This design comes from an exercise in tuning for small area and a short achievable clock period on the open sky130 flow, not from production work.
Function was not checked in any run shown here: the RTL went through the layout flow alone.
Power and IR drop assume default switching activity.

==> flow/design.v, too long to show whole: its modules and the start of the top module <==
// module mod3_1: 1819 lines
module mod3_1(
  input clk,
  input reset_n,
  input signed [22:0] a,
  input signed [22:0] b,
  input signed [16:0] c,
  output signed [39:0] y
);
  // ...
==> flow/flow/run.sh <==
#!/bin/bash
# Layout flow: the standard layout (standard.sh) with two changes:
#  1. synthesis runs Yosys's synth with -noabc, so the generic "abc -fast" pass does not
#     restructure the design's adder cells before extract_fa; everything else in the
#     synthesis script (synth_recipe.tcl and ORFS synth.tcl) is unchanged.
#  2. the port buffers that place inserts are sky130_fd_sc_hd__buf_1 (buffer_ports
#     -buffer_cell) instead of the cell buffer_ports picks by default.
set -euo pipefail
work=$PWD
sed 's/synth -nofsm -noshare {\*}\$args/synth -nofsm -noshare -noabc {*}$args/' \
  synth_recipe.tcl > flow_synth.tcl
grep -q -- '-noabc' flow_synth.tcl
bash standard.sh "SYNTH_SCRIPT=$work/flow_synth.tcl" \
  "BUFFER_PORTS_ARGS=-buffer_cell ${PORT_BUF:-sky130_fd_sc_hd__buf_1}" finish \
  > flow_make.log 2>&1
==> flow/standard.sh <==
#!/bin/bash
# synth_recipe.tcl (not shown) runs the flow's synth.tcl, then flattens the netlist and writes it again
# the make line also repeats each setting of config.mk as NAME=value (left out here)
make -C /OpenROAD-flow-scripts/flow DESIGN_CONFIG=/design/flow/config.mk WORK_HOME=/design/flow/orfs CLKGATE_MAP_FILE= SYNTH_SCRIPT=/design/flow/synth_recipe.tcl "${@:-finish}"
==> flow/config.mk <==
export PLATFORM = sky130hd
export DESIGN_NAME = mod3_1
export DESIGN_NICKNAME = mod3_1
export VERILOG_FILES = /design/flow/design.v
export SDC_FILE = /design/flow/constraint.sdc
export NUM_CORES = 4
export LEC_CHECK = 0
export ABC_AREA = 1
export CAP_MARGIN = 20
export CORE_MARGIN = 2
export CORE_UTILIZATION = 65
export CTS_BUF_LIST = sky130_fd_sc_hd__clkbuf_8
export SETUP_SLACK_MARGIN = 3.4
export SLEW_MARGIN = 70
==> flow/constraint.sdc <==
create_clock -name core_clock -period 7.0 [get_ports {clk}]
set_input_delay 1.4000 -clock core_clock [delete_from_list [all_inputs] [get_ports {clk}]]
set_output_delay 1.4000 -clock core_clock [all_outputs]
set_load 0.01 [all_outputs]
==> qor.csv, run 1 <==
metric,value,unit
status,"complete, no violations",
hold path cells,0,
WP depth,8,
met3 WL post-DR,3290,µm
worst-path fanout max,4,
Tightest Pin Transition,438.2,ps
core area,21820,µm²
clock buffer depth,2,
Seq cells,148,
Mapped Area,14480,µm²
maxcap violations,0,
drt drc,0,
critical path cell sequence,fa_2 > nand3_2 > nand3_4 > nand3_4 > nand3_4 > buf_4 > a21oi_1 > buf_1,
post-synthesis mux area share,0.0007777,
Post-Synth Adder-Cell Area,0.3303,
main combinational cell family by area after synthesis,adder cells,
switching share of power,0.4951,
fmax,279.9,MHz
Critical Path Most Common Cell,nand3_4,
fraction of area in registers,0.1895,
worst-skew pair later-pin latency,470,ps
Comb pwr share,0.729,
Final Hold Viols,0,
r2r startpoint,d2n[18],
setup TNS,0,ps
layout cell share with drive strength beyond 1,0.1634,
prevailing post-synth register cell,dfxtp_1,
chip height,153.3,µm
post-layout util,0.7480,
CTS tree,yes,
Mapped Cells,1668,
Design Power,8.929,mW
DR WL met2,16910,µm
"CTS clk-pin slew, worst paths",110,ps
initial antenna violation count,0,
Synth top cells by count,"232 x nand2_1, 228 x xor2_1, 186 x inv_1, 184 x o22ai_1, 177 x fa_1",
met2 Usage GRT,0.5066,
CP max-delay cell,fa_2,
placer congestion estimate,0.9143,
Final Non-Filler Cells,1994,
non-clock inverter count in the final layout,188,
==> run 2: changes to the inputs <==
--- a/flow/design.v
+++ b/flow/design.v
@@ -4,20 +4,20 @@
   input signed [22:0] a,
   input signed [22:0] b,
   input signed [16:0] c,
   output signed [39:0] y
 );
   reg [23:0] d1n, d2n;
   reg r1q, f1q;
   reg [8:0] one_q, two_q, neg_q, onen_q, twon_q;
-  reg [9:0] ylo;
+  reg [13:0] ylo;
   reg cyq;
-  reg [29:0] h0;
-  reg [29:0] h1;
+  reg [25:0] h0;
+  reg [25:0] h1;
   reg kq;
   wire kill = ~reset_n | f1q;
   wire [8:0] one_w, two_w, neg_w;
   wire [16:0] c1 = c;
   assign one_w[0] = c1[0] ^ 1'b0;
   assign two_w[0] = (c1[1] & ~c1[0] & ~1'b0) | (~c1[1] & c1[0] & 1'b0);
   assign neg_w[0] = c1[1];
   assign one_w[1] = c1[2] ^ c1[1];
@@ -700,24 +700,24 @@
   wire fp644;
   wire fg645;
   wire fp646;
   wire fg647;
   wire fp648;
   wire fg649;
   wire fp650;
   wire fg651;
-  wire pg652;
-  wire pp653;
-  wire pg654;
-  wire pp655;
-  wire pg656;
-  wire pp657;
-  wire pg658;
-  wire pp659;
+  wire fp652;
+  wire fg653;
+  wire fp654;
+  wire fg655;
+  wire fp656;
+  wire fg657;
+  wire fp658;
+  wire fg659;
   wire pg660;
   wire pp661;
   wire pg662;
   wire pp663;
   wire pg664;
   wire pp665;
   wire pg666;
   wire pp667;
@@ -730,44 +730,44 @@
   wire pg674;
   wire pp675;
   wire pg676;
   wire pp677;
   wire pg678;
   wire pp679;
   wire pg680;
   wire pp681;
-  wire sp685;
-  wire sg686;
-  wire sp687;
-  wire sg688;
-  wire sp689;
-  wire sg690;
-  wire sp691;
-  wire sg692;
-  wire sp693;
-  wire sg694;
-  wire sp695;
-  wire sg696;
-  wire sp697;
-  wire sg698;
-  wire sp699;
-  wire sg700;
-  wire sp701;
-  wire sg702;
-  wire sp703;
-  wire sg704;
-  wire sp705;
-  wire sg706;
-  wire sp707;
-  wire sg708;
-  wire sp709;
-  wire sg710;
-  wire sp711;
-  wire sg712;
+  wire pg682;
+  wire pp683;
+  wire pg684;
+  wire pp685;
+  wire pg686;
+  wire pp687;
+  wire pg688;
+  wire pp689;
+  wire pg690;
+  wire pp691;
+  wire pg692;
+  wire pp693;
+  wire pg694;
+  wire pp695;
+  wire pg696;
+  wire pp697;
+  wire pg698;
+  wire pp699;
+  wire pg700;
+  wire pp701;
+  wire pg702;
+  wire pp703;
+  wire pg704;
+  wire pp705;
+  wire pg706;
+  wire pp707;
+  wire pg708;
+  wire pp709;
   wire sp713;
   wire sg714;
   wire sp715;
   wire sg716;
   wire sp717;
   wire sg718;
   wire sp719;
   wire sg720;
@@ -778,44 +778,44 @@
   wire sp725;
   wire sg726;
   wire sp727;
   wire sg728;
   wire sp729;
   wire sg730;
   wire sp731;
   wire sg732;
-  wire pg733;
-  wire pp734;
-  wire pg735;
-  wire pp736;
-  wire pg737;
-  wire pp738;
-  wire pg739;
-  wire pp740;
-  wire pg741;
-  wire pp742;
-  wire pg743;
-  wire pp744;
-  wire pg745;
-  wire pp746;
-  wire pg747;
-  wire pp748;
-  wire pg749;
-  wire pp750;
-  wire pg751;
-  wire pp752;
-  wire pg753;
-  wire pp754;
-  wire pg755;
-  wire pp756;
-  wire pg757;
-  wire pp758;
-  wire pg759;
-  wire pp760;
+  wire sp733;
+  wire sg734;
+  wire sp735;
+  wire sg736;
+  wire sp737;
+  wire sg738;
+  wire sp739;
+  wire sg740;
+  wire sp741;
+  wire sg742;
+  wire sp743;
+  wire sg744;
+  wire sp745;
+  wire sg746;
+  wire sp747;
+  wire sg748;
+  wire sp749;
+  wire sg750;
+  wire sp751;
+  wire sg752;
+  wire sp753;
+  wire sg754;
+  wire sp755;
+  wire sg756;
+  wire sp757;
+  wire sg758;
+  wire sp759;
+  wire sg760;
   wire pg761;
   wire pp762;
   wire pg763;
   wire pp764;
   wire pg765;
   wire pp766;
   wire pg767;
   wire pp768;
@@ -852,16 +852,44 @@
   wire pg799;
   wire pp800;
   wire pg801;
   wire pp802;
   wire pg803;
   wire pp804;
   wire pg805;
   wire pp806;
+  wire pg807;
+  wire pp808;
+  wire pg809;
+  wire pp810;
+  wire pg811;
+  wire pp812;
+  wire pg813;
+  wire pp814;
+  wire pg815;
+  wire pp816;
+  wire pg817;
+  wire pp818;
+  wire pg819;
+  wire pp820;
+  wire pg821;
+  wire pp822;
+  wire pg823;
+  wire pp824;
+  wire pg825;
+  wire pp826;
+  wire pg827;
+  wire pp828;
+  wire pg829;
+  wire pp830;
+  wire pg831;
+  wire pp832;
+  wire pg833;
+  wire pp834;
   assign pp1 = ((one0 & ~d2n[0])) ^ neg0;
   assign pp2 = ((one0 & ~d2n[1]) | (two0 & ~d2n[0])) ^ neg0;
   assign pp3 = ((one0 & ~d2n[2]) | (two0 & ~d2n[1])) ^ neg0;
   assign pp4 = ((one0 & ~d2n[3]) | (two0 & ~d2n[2])) ^ neg0;
   assign pp5 = ((one0 & ~d2n[4]) | (two0 & ~d2n[3])) ^ neg0;
   assign pp6 = ((one0 & ~d2n[5]) | (two0 & ~d2n[4])) ^ neg0;
   assign pp7 = ((one0 & ~d2n[6]) | (two0 & ~d2n[5])) ^ neg0;
   assign pp8 = ((one0 & ~d2n[7]) | (two0 & ~d2n[6])) ^ neg0;
@@ -1483,162 +1511,162 @@
   assign s624 = s484 ^ co549 ^ s550;
   assign co625 = (s484 & co549) | (s484 & s550) | (co549 & s550);
   assign s626 = co485 ^ s552 ^ co551;
   assign co627 = (co485 & s552) | (co485 & co551) | (s552 & co551);
   assign s628 = pp199 ^ co553 ^ s554;
   assign co629 = (pp199 & co553) | (pp199 & s554) | (co553 & s554);
   assign s630 = ci233 ^ co555;
   assign co631 = ci233 & co555;
-  assign sp685 = ~(a[0] ^ b[0]);
-  assign sg686 = a[0] | ~b[0];
-  assign sp687 = ~(a[1] ^ b[1]);
-  assign sg688 = a[1] & ~b[1];
-  assign sp689 = ~(a[2] ^ b[2]);
-  assign sg690 = a[2] & ~b[2];
-  assign sp691 = ~(a[3] ^ b[3]);
-  assign sg692 = a[3] & ~b[3];
-  assign sp693 = ~(a[4] ^ b[4]);
-  assign sg694 = a[4] & ~b[4];
-  assign sp695 = ~(a[5] ^ b[5]);
-  assign sg696 = a[5] & ~b[5];
-  assign sp697 = ~(a[6] ^ b[6]);
-  assign sg698 = a[6] & ~b[6];
-  assign sp699 = ~(a[7] ^ b[7]);
-  assign sg700 = a[7] & ~b[7];
-  assign sp701 = ~(a[8] ^ b[8]);
-  assign sg702 = a[8] & ~b[8];
-  assign sp703 = ~(a[9] ^ b[9]);
-  assign sg704 = a[9] & ~b[9];
-  assign sp705 = ~(a[10] ^ b[10]);
-  assign sg706 = a[10] & ~b[10];
-  assign sp707 = ~(a[11] ^ b[11]);
-  assign sg708 = a[11] & ~b[11];
-  assign sp709 = ~(a[12] ^ b[12]);
-  assign sg710 = a[12] & ~b[12];
-  assign sp711 = ~(a[13] ^ b[13]);
-  assign sg712 = a[13] & ~b[13];
-  assign sp713 = ~(a[14] ^ b[14]);
-  assign sg714 = a[14] & ~b[14];
-  assign sp715 = ~(a[15] ^ b[15]);
-  assign sg716 = a[15] & ~b[15];
-  assign sp717 = ~(a[16] ^ b[16]);
-  assign sg718 = a[16] & ~b[16];
-  assign sp719 = ~(a[17] ^ b[17]);
-  assign sg720 = a[17] & ~b[17];
-  assign sp721 = ~(a[18] ^ b[18]);
-  assign sg722 = a[18] & ~b[18];
-  assign sp723 = ~(a[19] ^ b[19]);
-  assign sg724 = a[19] & ~b[19];
-  assign sp725 = ~(a[20] ^ b[20]);
-  assign sg726 = a[20] & ~b[20];
-  assign sp727 = ~(a[21] ^ b[21]);
-  assign sg728 = a[21] & ~b[21];
-  assign sp729 = ~(a[22] ^ b[22]);
-  assign sg730 = a[22] & ~b[22];
-  assign sp731 = ~(a[22] ^ b[22]);
-  assign sg732 = a[22] & ~b[22];
-  assign pg733 = sg688 | (sp687 & sg686);
-  assign pp734 = sp687 & sp685;
-  assign pg735 = sg692 | (sp691 & sg690);
-  assign pp736 = sp691 & sp689;
-  assign pg737 = sg696 | (sp695 & sg694);
-  assign pp738 = sp695 & sp693;
-  assign pg739 = sg700 | (sp699 & sg698);
-  assign pp740 = sp699 & sp697;
-  assign pg741 = sg704 | (sp703 & sg702);
-  assign pp742 = sp703 & sp701;
-  assign pg743 = sg708 | (sp707 & sg706);
-  assign pp744 = sp707 & sp705;
-  assign pg745 = sg712 | (sp711 & sg710);
-  assign pp746 = sp711 & sp709;
-  assign pg747 = sg716 | (sp715 & sg714);
-  assign pp748 = sp715 & sp713;
-  assign pg749 = sg720 | (sp719 & sg718);
-  assign pp750 = sp719 & sp717;
-  assign pg751 = sg724 | (sp723 & sg722);
-  assign pp752 = sp723 & sp721;
-  assign pg753 = sg728 | (sp727 & sg726);
-  assign pp754 = sp727 & sp725;
-  assign pg755 = pg735 | (pp736 & pg733);
-  assign pp756 = pp736 & pp734;
-  assign pg757 = pg739 | (pp740 & pg737);
-  assign pp758 = pp740 & pp738;
-  assign pg759 = pg743 | (pp744 & pg741);
-  assign pp760 = pp744 & pp742;
-  assign pg761 = pg747 | (pp748 & pg745);
-  assign pp762 = pp748 & pp746;
-  assign pg763 = pg751 | (pp752 & pg749);
-  assign pp764 = pp752 & pp750;
-  assign pg765 = pg757 | (pp758 & pg755);
-  assign pp766 = pp758 & pp756;
-  assign pg767 = pg761 | (pp762 & pg759);
-  assign pp768 = pp762 & pp760;
-  assign pg769 = pg767 | (pp768 & pg765);
-  assign pp770 = pp768 & pp766;
-  assign pg771 = pg759 | (pp760 & pg765);
-  assign pp772 = pp760 & pp766;
-  assign pg773 = pg763 | (pp764 & pg769);
-  assign pp774 = pp764 & pp770;
-  assign pg775 = pg737 | (pp738 & pg755);
-  assign pp776 = pp738 & pp756;
-  assign pg777 = pg741 | (pp742 & pg765);
-  assign pp778 = pp742 & pp766;
-  assign pg779 = pg745 | (pp746 & pg771);
-  assign pp780 = pp746 & pp772;
-  assign pg781 = pg749 | (pp750 & pg769);
-  assign pp782 = pp750 & pp770;
-  assign pg783 = pg753 | (pp754 & pg773);
-  assign pp784 = pp754 & pp774;
-  assign pg785 = sg690 | (sp689 & pg733);
-  assign pp786 = sp689 & pp734;
-  assign pg787 = sg694 | (sp693 & pg755);
-  assign pp788 = sp693 & pp756;
-  assign pg789 = sg698 | (sp697 & pg775);
-  assign pp790 = sp697 & pp776;
-  assign pg791 = sg702 | (sp701 & pg765);
-  assign pp792 = sp701 & pp766;
-  assign pg793 = sg706 | (sp705 & pg777);
-  assign pp794 = sp705 & pp778;
-  assign pg795 = sg710 | (sp709 & pg771);
-  assign pp796 = sp709 & pp772;
-  assign pg797 = sg714 | (sp713 & pg779);
-  assign pp798 = sp713 & pp780;
-  assign pg799 = sg718 | (sp717 & pg769);
-  assign pp800 = sp717 & pp770;
-  assign pg801 = sg722 | (sp721 & pg781);
-  assign pp802 = sp721 & pp782;
-  assign pg803 = sg726 | (sp725 & pg773);
-  assign pp804 = sp725 & pp774;
-  assign pg805 = sg730 | (sp729 & pg783);
-  assign pp806 = sp729 & pp784;
-  assign dsub[0] = ~sp685;
-  assign dsub[1] = sp687 ^ sg686;
-  assign dsub[2] = sp689 ^ pg733;
-  assign dsub[3] = sp691 ^ pg785;
-  assign dsub[4] = sp693 ^ pg755;
-  assign dsub[5] = sp695 ^ pg787;
-  assign dsub[6] = sp697 ^ pg775;
-  assign dsub[7] = sp699 ^ pg789;
-  assign dsub[8] = sp701 ^ pg765;
-  assign dsub[9] = sp703 ^ pg791;
-  assign dsub[10] = sp705 ^ pg777;
-  assign dsub[11] = sp707 ^ pg793;
-  assign dsub[12] = sp709 ^ pg771;
-  assign dsub[13] = sp711 ^ pg795;
-  assign dsub[14] = sp713 ^ pg779;
-  assign dsub[15] = sp715 ^ pg797;
-  assign dsub[16] = sp717 ^ pg769;
-  assign dsub[17] = sp719 ^ pg799;
-  assign dsub[18] = sp721 ^ pg781;
-  assign dsub[19] = sp723 ^ pg801;
-  assign dsub[20] = sp725 ^ pg773;
-  assign dsub[21] = sp727 ^ pg803;
-  assign dsub[22] = sp729 ^ pg783;
-  assign dsub[23] = sp731 ^ pg805;
+  assign sp713 = ~(a[0] ^ b[0]);
+  assign sg714 = a[0] | ~b[0];
+  assign sp715 = ~(a[1] ^ b[1]);
+  assign sg716 = a[1] & ~b[1];
+  assign sp717 = ~(a[2] ^ b[2]);
+  assign sg718 = a[2] & ~b[2];
+  assign sp719 = ~(a[3] ^ b[3]);
+  assign sg720 = a[3] & ~b[3];
+  assign sp721 = ~(a[4] ^ b[4]);
+  assign sg722 = a[4] & ~b[4];
+  assign sp723 = ~(a[5] ^ b[5]);
+  assign sg724 = a[5] & ~b[5];
+  assign sp725 = ~(a[6] ^ b[6]);
+  assign sg726 = a[6] & ~b[6];
+  assign sp727 = ~(a[7] ^ b[7]);
+  assign sg728 = a[7] & ~b[7];
+  assign sp729 = ~(a[8] ^ b[8]);
+  assign sg730 = a[8] & ~b[8];
+  assign sp731 = ~(a[9] ^ b[9]);
+  assign sg732 = a[9] & ~b[9];
+  assign sp733 = ~(a[10] ^ b[10]);
+  assign sg734 = a[10] & ~b[10];
+  assign sp735 = ~(a[11] ^ b[11]);
+  assign sg736 = a[11] & ~b[11];
+  assign sp737 = ~(a[12] ^ b[12]);
+  assign sg738 = a[12] & ~b[12];
+  assign sp739 = ~(a[13] ^ b[13]);
+  assign sg740 = a[13] & ~b[13];
+  assign sp741 = ~(a[14] ^ b[14]);
+  assign sg742 = a[14] & ~b[14];
+  assign sp743 = ~(a[15] ^ b[15]);
+  assign sg744 = a[15] & ~b[15];
+  assign sp745 = ~(a[16] ^ b[16]);
+  assign sg746 = a[16] & ~b[16];
+  assign sp747 = ~(a[17] ^ b[17]);
+  assign sg748 = a[17] & ~b[17];
+  assign sp749 = ~(a[18] ^ b[18]);
+  assign sg750 = a[18] & ~b[18];
+  assign sp751 = ~(a[19] ^ b[19]);
+  assign sg752 = a[19] & ~b[19];
+  assign sp753 = ~(a[20] ^ b[20]);
+  assign sg754 = a[20] & ~b[20];
+  assign sp755 = ~(a[21] ^ b[21]);
+  assign sg756 = a[21] & ~b[21];
+  assign sp757 = ~(a[22] ^ b[22]);
+  assign sg758 = a[22] & ~b[22];
+  assign sp759 = ~(a[22] ^ b[22]);
+  assign sg760 = a[22] & ~b[22];
+  assign pg761 = sg716 | (sp715 & sg714);
+  assign pp762 = sp715 & sp713;
+  assign pg763 = sg720 | (sp719 & sg718);
+  assign pp764 = sp719 & sp717;
+  assign pg765 = sg724 | (sp723 & sg722);
+  assign pp766 = sp723 & sp721;
+  assign pg767 = sg728 | (sp727 & sg726);
+  assign pp768 = sp727 & sp725;
+  assign pg769 = sg732 | (sp731 & sg730);
+  assign pp770 = sp731 & sp729;
+  assign pg771 = sg736 | (sp735 & sg734);
+  assign pp772 = sp735 & sp733;
+  assign pg773 = sg740 | (sp739 & sg738);
+  assign pp774 = sp739 & sp737;
+  assign pg775 = sg744 | (sp743 & sg742);
+  assign pp776 = sp743 & sp741;
+  assign pg777 = sg748 | (sp747 & sg746);
+  assign pp778 = sp747 & sp745;
+  assign pg779 = sg752 | (sp751 & sg750);
+  assign pp780 = sp751 & sp749;
+  assign pg781 = sg756 | (sp755 & sg754);
+  assign pp782 = sp755 & sp753;
+  assign pg783 = pg763 | (pp764 & pg761);
+  assign pp784 = pp764 & pp762;
+  assign pg785 = pg767 | (pp768 & pg765);
+  assign pp786 = pp768 & pp766;
+  assign pg787 = pg771 | (pp772 & pg769);
+  assign pp788 = pp772 & pp770;
+  assign pg789 = pg775 | (pp776 & pg773);
+  assign pp790 = pp776 & pp774;
+  assign pg791 = pg779 | (pp780 & pg777);
+  assign pp792 = pp780 & pp778;
+  assign pg793 = pg785 | (pp786 & pg783);
+  assign pp794 = pp786 & pp784;
+  assign pg795 = pg789 | (pp790 & pg787);
+  assign pp796 = pp790 & pp788;
+  assign pg797 = pg795 | (pp796 & pg793);
+  assign pp798 = pp796 & pp794;
+  assign pg799 = pg787 | (pp788 & pg793);
+  assign pp800 = pp788 & pp794;
+  assign pg801 = pg791 | (pp792 & pg797);
+  assign pp802 = pp792 & pp798;
+  assign pg803 = pg765 | (pp766 & pg783);
+  assign pp804 = pp766 & pp784;
+  assign pg805 = pg769 | (pp770 & pg793);
+  assign pp806 = pp770 & pp794;
+  assign pg807 = pg773 | (pp774 & pg799);
+  assign pp808 = pp774 & pp800;
+  assign pg809 = pg777 | (pp778 & pg797);
+  assign pp810 = pp778 & pp798;
+  assign pg811 = pg781 | (pp782 & pg801);
+  assign pp812 = pp782 & pp802;
+  assign pg813 = sg718 | (sp717 & pg761);
+  assign pp814 = sp717 & pp762;
+  assign pg815 = sg722 | (sp721 & pg783);
+  assign pp816 = sp721 & pp784;
+  assign pg817 = sg726 | (sp725 & pg803);
+  assign pp818 = sp725 & pp804;
+  assign pg819 = sg730 | (sp729 & pg793);
+  assign pp820 = sp729 & pp794;
+  assign pg821 = sg734 | (sp733 & pg805);
+  assign pp822 = sp733 & pp806;
+  assign pg823 = sg738 | (sp737 & pg799);
+  assign pp824 = sp737 & pp800;
+  assign pg825 = sg742 | (sp741 & pg807);
+  assign pp826 = sp741 & pp808;
+  assign pg827 = sg746 | (sp745 & pg797);
+  assign pp828 = sp745 & pp798;
+  assign pg829 = sg750 | (sp749 & pg809);
+  assign pp830 = sp749 & pp810;
+  assign pg831 = sg754 | (sp753 & pg801);
+  assign pp832 = sp753 & pp802;
+  assign pg833 = sg758 | (sp757 & pg811);
+  assign pp834 = sp757 & pp812;
+  assign dsub[0] = ~sp713;
+  assign dsub[1] = sp715 ^ sg714;
+  assign dsub[2] = sp717 ^ pg761;
+  assign dsub[3] = sp719 ^ pg813;
+  assign dsub[4] = sp721 ^ pg783;
+  assign dsub[5] = sp723 ^ pg815;
+  assign dsub[6] = sp725 ^ pg803;
+  assign dsub[7] = sp727 ^ pg817;
+  assign dsub[8] = sp729 ^ pg793;
+  assign dsub[9] = sp731 ^ pg819;
+  assign dsub[10] = sp733 ^ pg805;
+  assign dsub[11] = sp735 ^ pg821;
+  assign dsub[12] = sp737 ^ pg799;
+  assign dsub[13] = sp739 ^ pg823;
+  assign dsub[14] = sp741 ^ pg807;
+  assign dsub[15] = sp743 ^ pg825;
+  assign dsub[16] = sp745 ^ pg797;
+  assign dsub[17] = sp747 ^ pg827;
+  assign dsub[18] = sp749 ^ pg809;
+  assign dsub[19] = sp751 ^ pg829;
+  assign dsub[20] = sp753 ^ pg801;
+  assign dsub[21] = sp755 ^ pg831;
+  assign dsub[22] = sp757 ^ pg811;
+  assign dsub[23] = sp759 ^ pg833;
   assign fp632 = neg0 ^ pp1;
   assign fg633 = neg0 & pp1;
   assign fp634 = pp2;
   assign fg635 = 1'b0;
   assign fp636 = s556 ^ pp26;
   assign fg637 = s556 & pp26;
   assign fp638 = co557 ^ s558;
   assign fg639 = co557 & s558;
@@ -1649,171 +1677,195 @@
   assign fp644 = co563 ^ s564;
   assign fg645 = co563 & s564;
   assign fp646 = co565 ^ s566;
   assign fg647 = co565 & s566;
   assign fp648 = co567 ^ s568;
   assign fg649 = co567 & s568;
   assign fp650 = co569 ^ s570;
   assign fg651 = co569 & s570;
-  assign pg652 = fg635 | (fp634 & fg633);
-  assign pp653 = fp634 & fp632;
-  assign pg654 = fg639 | (fp638 & fg637);
-  assign pp655 = fp638 & fp636;
-  assign pg656 = fg643 | (fp642 & fg641);
-  assign pp657 = fp642 & fp640;
-  assign pg658 = fg647 | (fp646 & fg645);
-  assign pp659 = fp646 & fp644;
-  assign pg660 = fg651 | (fp650 & fg649);
-  assign pp661 = fp650 & fp648;
-  assign pg662 = fg637 | (fp636 & pg652);
-  assign pp663 = fp636 & pp653;
-  assign pg664 = pg654 | (pp655 & pg652);
-  assign pp665 = pp655 & pp653;
-  assign pg666 = fg645 | (fp644 & pg656);
-  assign pp667 = fp644 & pp657;
-  assign pg668 = pg658 | (pp659 & pg656);
-  assign pp669 = pp659 & pp657;
-  assign pg670 = fg641 | (fp640 & pg664);
-  assign pp671 = fp640 & pp665;
-  assign pg672 = pg656 | (pp657 & pg664);
-  assign pp673 = pp657 & pp665;
-  assign pg674 = pg666 | (pp667 & pg664);
-  assign pp675 = pp667 & pp665;
-  assign pg676 = pg668 | (pp669 & pg664);
-  assign pp677 = pp669 & pp665;
-  assign pg678 = fg649 | (fp648 & pg676);
-  assign pp679 = fp648 & pp677;
-  assign pg680 = pg660 | (pp661 & pg676);
-  assign pp681 = pp661 & pp677;
-  wire [9:0] ylo_d;
+  assign fp652 = co571 ^ s572;
+  assign fg653 = co571 & s572;
+  assign fp654 = co573 ^ s574;
+  assign fg655 = co573 & s574;
+  assign fp656 = co575 ^ s576;
+  assign fg657 = co575 & s576;
+  assign fp658 = co577 ^ s578;
+  assign fg659 = co577 & s578;
+  assign pg660 = fg635 | (fp634 & fg633);
+  assign pp661 = fp634 & fp632;
+  assign pg662 = fg639 | (fp638 & fg637);
+  assign pp663 = fp638 & fp636;
+  assign pg664 = fg643 | (fp642 & fg641);
+  assign pp665 = fp642 & fp640;
+  assign pg666 = fg647 | (fp646 & fg645);
+  assign pp667 = fp646 & fp644;
+  assign pg668 = fg651 | (fp650 & fg649);
+  assign pp669 = fp650 & fp648;
+  assign pg670 = fg655 | (fp654 & fg653);
+  assign pp671 = fp654 & fp652;
+  assign pg672 = fg659 | (fp658 & fg657);
+  assign pp673 = fp658 & fp656;
+  assign pg674 = fg637 | (fp636 & pg660);
+  assign pp675 = fp636 & pp661;
+  assign pg676 = pg662 | (pp663 & pg660);
+  assign pp677 = pp663 & pp661;
+  assign pg678 = fg645 | (fp644 & pg664);
+  assign pp679 = fp644 & pp665;
+  assign pg680 = pg666 | (pp667 & pg664);
+  assign pp681 = pp667 & pp665;
+  assign pg682 = fg653 | (fp652 & pg668);
+  assign pp683 = fp652 & pp669;
+  assign pg684 = pg670 | (pp671 & pg668);
+  assign pp685 = pp671 & pp669;
+  assign pg686 = fg641 | (fp640 & pg676);
+  assign pp687 = fp640 & pp677;
+  assign pg688 = pg664 | (pp665 & pg676);
+  assign pp689 = pp665 & pp677;
+  assign pg690 = pg678 | (pp679 & pg676);
+  assign pp691 = pp679 & pp677;
+  assign pg692 = pg680 | (pp681 & pg676);
+  assign pp693 = pp681 & pp677;
+  assign pg694 = fg657 | (fp656 & pg684);
+  assign pp695 = fp656 & pp685;
+  assign pg696 = pg672 | (pp673 & pg684);
+  assign pp697 = pp673 & pp685;
+  assign pg698 = fg649 | (fp648 & pg692);
+  assign pp699 = fp648 & pp693;
+  assign pg700 = pg668 | (pp669 & pg692);
+  assign pp701 = pp669 & pp693;
+  assign pg702 = pg682 | (pp683 & pg692);
+  assign pp703 = pp683 & pp693;
+  assign pg704 = pg684 | (pp685 & pg692);
+  assign pp705 = pp685 & pp693;
+  assign pg706 = pg694 | (pp695 & pg692);
+  assign pp707 = pp695 & pp693;
+  assign pg708 = pg696 | (pp697 & pg692);
+  assign pp709 = pp697 & pp693;
+  wire [13:0] ylo_d;
   assign ylo_d[0] = fp632;
   assign ylo_d[1] = fp634 ^ fg633;
-  assign ylo_d[2] = fp636 ^ pg652;
-  assign ylo_d[3] = fp638 ^ pg662;
-  assign ylo_d[4] = fp640 ^ pg664;
-  assign ylo_d[5] = fp642 ^ pg670;
-  assign ylo_d[6] = fp644 ^ pg672;
-  assign ylo_d[7] = fp646 ^ pg674;
-  assign ylo_d[8] = fp648 ^ pg676;
-  assign ylo_d[9] = fp650 ^ pg678;
-  wire [29:0] h0_d, h1_d;
-  assign h0_d[0] = co571;
-  assign h1_d[0] = s572;
-  assign h0_d[1] = co573;
-  assign h1_d[1] = s574;
-  assign h0_d[2] = co575;
-  assign h1_d[2] = s576;
-  assign h0_d[3] = co577;
-  assign h1_d[3] = s578;
-  assign h0_d[4] = co579;
-  assign h1_d[4] = s580;
-  assign h0_d[5] = co581;
-  assign h1_d[5] = s582;
-  assign h0_d[6] = co583;
-  assign h1_d[6] = s584;
-  assign h0_d[7] = co585;
-  assign h1_d[7] = s586;
-  assign h0_d[8] = co587;
-  assign h1_d[8] = s588;
-  assign h0_d[9] = co589;
-  assign h1_d[9] = s590;
-  assign h0_d[10] = co591;
-  assign h1_d[10] = s592;
-  assign h0_d[11] = co593;
-  assign h1_d[11] = s594;
-  assign h0_d[12] = co595;
-  assign h1_d[12] = s596;
-  assign h0_d[13] = co597;
-  assign h1_d[13] = s598;
-  assign h0_d[14] = co599;
-  assign h1_d[14] = s600;
-  assign h0_d[15] = co601;
-  assign h1_d[15] = s602;
-  assign h0_d[16] = co603;
-  assign h1_d[16] = s604;
-  assign h0_d[17] = co605;
-  assign h1_d[17] = s606;
-  assign h0_d[18] = co607;
-  assign h1_d[18] = s608;
-  assign h0_d[19] = co609;
-  assign h1_d[19] = s610;
-  assign h0_d[20] = co611;
-  assign h1_d[20] = s612;
-  assign h0_d[21] = co613;
-  assign h1_d[21] = s614;
-  assign h0_d[22] = co615;
-  assign h1_d[22] = s616;
-  assign h0_d[23] = co617;
-  assign h1_d[23] = s618;
-  assign h0_d[24] = co619;
-  assign h1_d[24] = s620;
-  assign h0_d[25] = co621;
-  assign h1_d[25] = s622;
-  assign h0_d[26] = co623;
-  assign h1_d[26] = s624;
-  assign h0_d[27] = co625;
-  assign h1_d[27] = s626;
-  assign h0_d[28] = co627;
-  assign h1_d[28] = s628;
-  assign h0_d[29] = co629;
-  assign h1_d[29] = s630;
-  wire [31:0] ax682, bx683, sm684;
-  assign ax682 = {1'b0, h0[29], h0[28], h0[27], h0[26], h0[25], h0[24], h0[23], h0[22], h0[21], h0[20], h0[19], h0[18], h0[17], h0[16], h0[15], h0[14], h0[13], h0[12], h0[11], h0[10], h0[9], h0[8], h0[7], h0[6], h0[5], h0[4], h0[3], h0[2], h0[1], h0[0], 1'b1};
-  assign bx683 = {1'b0, h1[29], h1[28], h1[27], h1[26], h1[25], h1[24], h1[23], h1[22], h1[21], h1[20], h1[19], h1[18], h1[17], h1[16], h1[15], h1[14], h1[13], h1[12], h1[11], h1[10], h1[9], h1[8], h1[7], h1[6], h1[5], h1[4], h1[3], h1[2], h1[1], h1[0], cyq};
-  assign sm684 = ax682 + bx683;
+  assign ylo_d[2] = fp636 ^ pg660;
+  assign ylo_d[3] = fp638 ^ pg674;
+  assign ylo_d[4] = fp640 ^ pg676;
+  assign ylo_d[5] = fp642 ^ pg686;
+  assign ylo_d[6] = fp644 ^ pg688;
+  assign ylo_d[7] = fp646 ^ pg690;
+  assign ylo_d[8] = fp648 ^ pg692;
+  assign ylo_d[9] = fp650 ^ pg698;
+  assign ylo_d[10] = fp652 ^ pg700;
+  assign ylo_d[11] = fp654 ^ pg702;
+  assign ylo_d[12] = fp656 ^ pg704;
+  assign ylo_d[13] = fp658 ^ pg706;
+  wire [25:0] h0_d, h1_d;
+  assign h0_d[0] = co579;
+  assign h1_d[0] = s580;
+  assign h0_d[1] = co581;
+  assign h1_d[1] = s582;
+  assign h0_d[2] = co583;
+  assign h1_d[2] = s584;
+  assign h0_d[3] = co585;
+  assign h1_d[3] = s586;
+  assign h0_d[4] = co587;
+  assign h1_d[4] = s588;
+  assign h0_d[5] = co589;
+  assign h1_d[5] = s590;
+  assign h0_d[6] = co591;
+  assign h1_d[6] = s592;
+  assign h0_d[7] = co593;
+  assign h1_d[7] = s594;
+  assign h0_d[8] = co595;
+  assign h1_d[8] = s596;
+  assign h0_d[9] = co597;
+  assign h1_d[9] = s598;
+  assign h0_d[10] = co599;
+  assign h1_d[10] = s600;
+  assign h0_d[11] = co601;
+  assign h1_d[11] = s602;
+  assign h0_d[12] = co603;
+  assign h1_d[12] = s604;
+  assign h0_d[13] = co605;
+  assign h1_d[13] = s606;
+  assign h0_d[14] = co607;
+  assign h1_d[14] = s608;
+  assign h0_d[15] = co609;
+  assign h1_d[15] = s610;
+  assign h0_d[16] = co611;
+  assign h1_d[16] = s612;
+  assign h0_d[17] = co613;
+  assign h1_d[17] = s614;
+  assign h0_d[18] = co615;
+  assign h1_d[18] = s616;
+  assign h0_d[19] = co617;
+  assign h1_d[19] = s618;
+  assign h0_d[20] = co619;
+  assign h1_d[20] = s620;
+  assign h0_d[21] = co621;
+  assign h1_d[21] = s622;
+  assign h0_d[22] = co623;
+  assign h1_d[22] = s624;
+  assign h0_d[23] = co625;
+  assign h1_d[23] = s626;
+  assign h0_d[24] = co627;
+  assign h1_d[24] = s628;
+  assign h0_d[25] = co629;
+  assign h1_d[25] = s630;
+  wire [27:0] ax710, bx711, sm712;
+  assign ax710 = {1'b0, h0[25], h0[24], h0[23], h0[22], h0[21], h0[20], h0[19], h0[18], h0[17], h0[16], h0[15], h0[14], h0[13], h0[12], h0[11], h0[10], h0[9], h0[8], h0[7], h0[6], h0[5], h0[4], h0[3], h0[2], h0[1], h0[0], 1'b1};
+  assign bx711 = {1'b0, h1[25], h1[24], h1[23], h1[22], h1[21], h1[20], h1[19], h1[18], h1[17], h1[16], h1[15], h1[14], h1[13], h1[12], h1[11], h1[10], h1[9], h1[8], h1[7], h1[6], h1[5], h1[4], h1[3], h1[2], h1[1], h1[0], cyq};
+  assign sm712 = ax710 + bx711;
   wire [39:0] sum;
   assign sum[0] = ylo[0];
   assign sum[1] = ylo[1];
   assign sum[2] = ylo[2];
   assign sum[3] = ylo[3];
   assign sum[4] = ylo[4];
   assign sum[5] = ylo[5];
   assign sum[6] = ylo[6];
   assign sum[7] = ylo[7];
   assign sum[8] = ylo[8];
   assign sum[9] = ylo[9];
-  assign sum[10] = sm684[1];
-  assign sum[11] = sm684[2];
-  assign sum[12] = sm684[3];
-  assign sum[13] = sm684[4];
-  assign sum[14] = sm684[5];
-  assign sum[15] = sm684[6];
-  assign sum[16] = sm684[7];
-  assign sum[17] = sm684[8];
-  assign sum[18] = sm684[9];
-  assign sum[19] = sm684[10];
-  assign sum[20] = sm684[11];
-  assign sum[21] = sm684[12];
-  assign sum[22] = sm684[13];
-  assign sum[23] = sm684[14];
-  assign sum[24] = sm684[15];
-  assign sum[25] = sm684[16];
-  assign sum[26] = sm684[17];
-  assign sum[27] = sm684[18];
-  assign sum[28] = sm684[19];
-  assign sum[29] = sm684[20];
-  assign sum[30] = sm684[21];
-  assign sum[31] = sm684[22];
-  assign sum[32] = sm684[23];
-  assign sum[33] = sm684[24];
-  assign sum[34] = sm684[25];
-  assign sum[35] = sm684[26];
-  assign sum[36] = sm684[27];
-  assign sum[37] = sm684[28];
-  assign sum[38] = sm684[29];
-  assign sum[39] = sm684[30];
+  assign sum[10] = ylo[10];
+  assign sum[11] = ylo[11];
+  assign sum[12] = ylo[12];
+  assign sum[13] = ylo[13];
+  assign sum[14] = sm712[1];
+  assign sum[15] = sm712[2];
+  assign sum[16] = sm712[3];
+  assign sum[17] = sm712[4];
+  assign sum[18] = sm712[5];
+  assign sum[19] = sm712[6];
+  assign sum[20] = sm712[7];
+  assign sum[21] = sm712[8];
+  assign sum[22] = sm712[9];
+  assign sum[23] = sm712[10];
+  assign sum[24] = sm712[11];
+  assign sum[25] = sm712[12];
+  assign sum[26] = sm712[13];
+  assign sum[27] = sm712[14];
+  assign sum[28] = sm712[15];
+  assign sum[29] = sm712[16];
+  assign sum[30] = sm712[17];
+  assign sum[31] = sm712[18];
+  assign sum[32] = sm712[19];
+  assign sum[33] = sm712[20];
+  assign sum[34] = sm712[21];
+  assign sum[35] = sm712[22];
+  assign sum[36] = sm712[23];
+  assign sum[37] = sm712[24];
+  assign sum[38] = sm712[25];
+  assign sum[39] = sm712[26];
   assign y = sum & {40{~kq}};
   always @(posedge clk) begin
     d1n <= ~dsub;
     r1q <= ~reset_n;
     d2n <= d1n;
     f1q <= ~reset_n | r1q;
     onen_q <= ~one_w;
     twon_q <= ~two_w;
     neg_q <= neg_w;
     ylo <= ylo_d;
-    cyq <= pg680;
+    cyq <= pg708;
     h0 <= h0_d;
     h1 <= h1_d;
     kq <= kill;
   end
 endmodule
==> run 2 against run 1 <==
Non-clock buffer count fell by 8. Clock power shrank 2%. Synthesized cell count is 1.1% lower. Count of clock-buffer cells in the layout is the same. First-iteration DRC count is 18% lower. Sequential share of layout area fell by 0.054 points. Total power increased by 1.0%.
==> qor.csv, run 2 <==
metric,value,unit,change
status,"complete, no violations",,unchanged
placed wire-length estimate,25750,µm,was 25840 µm
DRT Pass-1 Iters,6,,unchanged
critical path cell sequence,fa_2 > nand2_2 > nand3_2 > and2_4 > nand2_2 > nand3_2 > nand2_1 > nand2_1 > nor2_1 > buf_2,,was fa_2 > nand3_2 > nand3_4 > nand3_4 > nand3_4 > buf_4 > a21oi_1 > buf_1
Ports,105,,unchanged
GRT overflow,0,,unchanged
synthesis-stage register bit count,144,,was 148
final wirelength,34460,µm,was 36570 µm
Top Registers,"h0 (26), h1 (26)",,"was h0 (30), h1 (30)"
filler instances,1682,,was 1632
Tightest Pin Transition,446.0,ps,was 438.2 ps
worst-skew pair later-pin latency,470,ps,about the same
GRT Util Overall,0.2995,,was 0.3094
Crit Path Class,reg2out,,unchanged
Tcrit/Tclk final,0.5062,,was 0.5103
core area,21760,µm²,was 21820 µm²
met3 WL post-DR,2852,µm,was 3290 µm
Avg Inst Size Synth,8.683,µm²,was 8.680 µm²
clock buffer depth,2,,unchanged
Synth top cells by count,"230 x xor2_1, 225 x nand2_1, 184 x o22ai_1, 183 x inv_1, 177 x fa_1",,"was 232 x nand2_1, 228 x xor2_1, 186 x inv_1, 184 x o22ai_1, 177 x fa_1"
Iteration-0 DRC Markers,914,,was 1118
register area share after synthesis,0.2012,,was 0.2046
Post-synth ARST share,0,,unchanged
Final setup viols,0,,unchanged
top sig layer,met4,,was met5
antenna diode count,0,,unchanged
worst min path class,reg2reg,,unchanged
relative slew slack,0.7027,,was 0.7078
sequential power share,0.182,,was 0.192
Max IR drop VDD,0.3651,mV,was 0.2684 mV
Hold WS,330.7,ps,was 320.6 ps
Pleak,7.269,nW,was 7.464 nW
arrival time at the worst endpoint,2140,ps,was 2170 ps
placer congestion estimate,0.9021,,was 0.9143
layout net count,2015,,was 2042
Initial Util,0.6585,,was 0.6635
H-tree Lvls,4,,unchanged
most frequent cell after synthesis,xor2_1,,was nand2_1
Yosys top cell by area,fa_1,,unchanged
maxcap violations,0,,unchanged
CP startpoint kind,flip-flop,,unchanged
Mapped Area,14330,µm²,was 14480 µm²
clock root buffer,clkbuf_8,,unchanged
most frequent cells in the layout,"228 x xor2_1, 207 x nand2_1, 183 x o22ai_1, 182 x inv_1, 176 x fa_1",,"was 228 x xor2_1, 195 x nand2_1, 184 x o22ai_1, 179 x inv_1, 176 x fa_1"
switching share of power,0.5067,,was 0.4951
wl on met1,15040,µm,was 15570 µm
kind of end point of the critical path,output port,,unchanged
CTS Buf Count,17,,unchanged
worst-path fanout max,3,,was 4
RSZ-0062 raised after global routing,yes,,unchanged
crit path time final,3543,ps,was 3572 ps
die area,23240,µm²,was 23490 µm²
Ys Warns,1,,unchanged
number of flops mapped to enable cells by yosys,0,,unchanged
wire per inst,17.52,µm,was 18.34 µm
top cell family by delay on the critical path,simple AND/OR/NAND/NOR gates,,was adder cells
CP bufs+invs,1,,was 2
clk sinks,144,,was 148
Synth Net Count,1991,,was 2009
via count,11391,,was 11582
Final Hold Viols,0,,unchanged
prevailing post-synth register cell,dfxtp_1,,unchanged
Vias per Instance,5.791,,was 5.808
max incr delay on CP,440,ps,was 430 ps
largest net degree at the start of global routing,27,,was 29
Comb pwr share,0.741,,was 0.729
drt drc,0,,unchanged
Routed Antenna Nets,0,,unchanged
DR WL met2,15800,µm,was 16910 µm
Int Pwr,4.449,mW,was 4.509 mW
worst endpoint required time,5600,ps,about the same
max-slew violations,0,,unchanged
CTS tree,yes,,unchanged
"CTS clk-pin slew, worst paths",100,ps,was 110 ps
count of cell types in the netlist,37,,was 35
Worst Skew,16.20,ps,was 25.49 ps
setup TNS,0,ps,unchanged
switching power,4.570,mW,was 4.421 mW
Mapped Cells,1650,,was 1668
Die W,152.5,µm,was 153.3 µm
IO buf count,104,,unchanged
chip height,152.5,µm,was 153.3 µm
initial antenna violation count,0,,unchanged
clock power share,0.077,,was 0.080
vias in the first global route,11209,,was 11747
CP max-delay cell,fa_2,,unchanged
"commonest non-fill, non-tap cell in the layout",xor2_1,,unchanged
fmax,282.2,MHz,was 279.9 MHz
Rows,54,,unchanged
area share of the largest cell type after synthesis,0.2473,,was 0.2447
Layout area overhead,11.22,%,was 12.75%
largest cells by area after synthesis,"fa_1 25%, dfxtp_1 20%, xor2_1 14%, ha_1 8.6%, o22ai_1 8.0%",,"was fa_1 24%, dfxtp_1 20%, xor2_1 14%, ha_1 8.6%, o22ai_1 8.0%"
first-pass GRT wire length,56400,µm,was 58510 µm
layout cell share with drive strength beyond 1,0.1375,,was 0.1634
P per Cell Area,566.0,nW/µm²,was 547.0 nW/µm²
==> run 2: cell types whose count changed after synthesis, sizes merged, moves of 4 or more <==
cell	change
a21oi	-4
clkbuf	+7
dfxtp	-4
buf	-6
o21bai	-4
nor2	+11
nand2	-8
==> run 2: cells by family (layout without fill, tap and decap cells) <==
group,Yosys count,after routing,synth area share
flip-flops,144,144,0.2012
adder cells (fa/ha/maj),276,276,0.3338
AND/OR/NAND/NOR,401,401,0.1152
multiplexers,1,1,0.0007860
AO/OA/AOI/OAI,275,275,0.1141
buffers and inverters,306,343,0.08384
XOR/XNOR,247,247,0.1510
==> run 2: area by class of cell <==
cell class	instances	area (µm²)	area share
well taps	280	350.3	0.02199
clock buffers	17	234.0	0.01468
multi-input cells	1200	10790	0.6770
flip-flops and latches	144	3012	0.1890
clock inverters	15	203.9	0.01280
inverters	185	694.4	0.04358
repair buffers	126	653.1	0.04099
==> run 2: per-layer routing <==
layer | GRT usage | vias up
met3 | 0.05774 | 69
met4 | 0.08466 | 0
met2 | 0.4803 | 536
met5 | 0 | -
met1 | 0.4192 | 5434
li1 | - | 5352
==> run 2: final timing paths <==
kind	startpoint	endpoint	slack, ps	cells past startpoint
setup / recovery	cyq	y[33]	3460	10
hold / removal	d1n[15]	d2n[15]	330	0
setup reg to reg	neg_q[0]	ylo[13]	3520	13
hold reg to reg	d1n[15]	d2n[15]	330	0
==> run 2: metrics by stage <==
step	area [µm²]	worst slack (ps)	total power, mW	instances	utilization
finish	15930	3457	9.019	1967	0.7324
global route	15930	3343	10.07	1967	0.7324
CTS	15320	3373	8.448	1960	0.7042
detailed placement	14780	3311	7.652	1927	0.6794
global placement	14650	3175	7.456	1925	0.6735
floorplan	14330	3403	6.043	1650	-
==> run 2: repair_timing <==
item,4_1_cts,5_1_grt
cloned,0,0
hold buffers,0,0
pin swaps,1,11
resized for setup,21,133
setup endpoints to repair,14,25
setup buffers,1,6
==> run 2: power groups by stage <==
stage	sequential (mW)	clock, mW	combinational (mW)
after floorplan	1.32	0	4.72
after global placement	1.56	0	5.90
after detailed placement	1.58	0	6.07
after CTS	1.57	0.713	6.17
after global routing	1.67	0.745	7.66
final	1.64	0.699	6.68

static timing again, ports no longer ideal:
Ports are ideal in the flow. The routed layouts listed here were re-timed in OpenROAD.
Step 1 sets driving cells, clkbuf_16 on the clock port and buf_2 on the other inputs (assumed; they add their load-dependent delay and slew).
Step 2 also shifts input and output timing later by t, the mid clock arrival at the registers, as if the neighbouring blocks saw the same clock.
Three values: ideal, step 1, step 2; two values: the first two.
run	t (ns)	slack for setup (ns)	cell pins on the clock port's net
run 1	0.495	3.428 / 3.385 / 3.343	1
run 2	0.498	3.457 / 3.416 / 3.339	1
After both steps setup and hold are still met in every run listed. For run 2, which loses most, drivers alone change the setup slack by -0.041 ns; drivers and shift together by -0.118 ns.
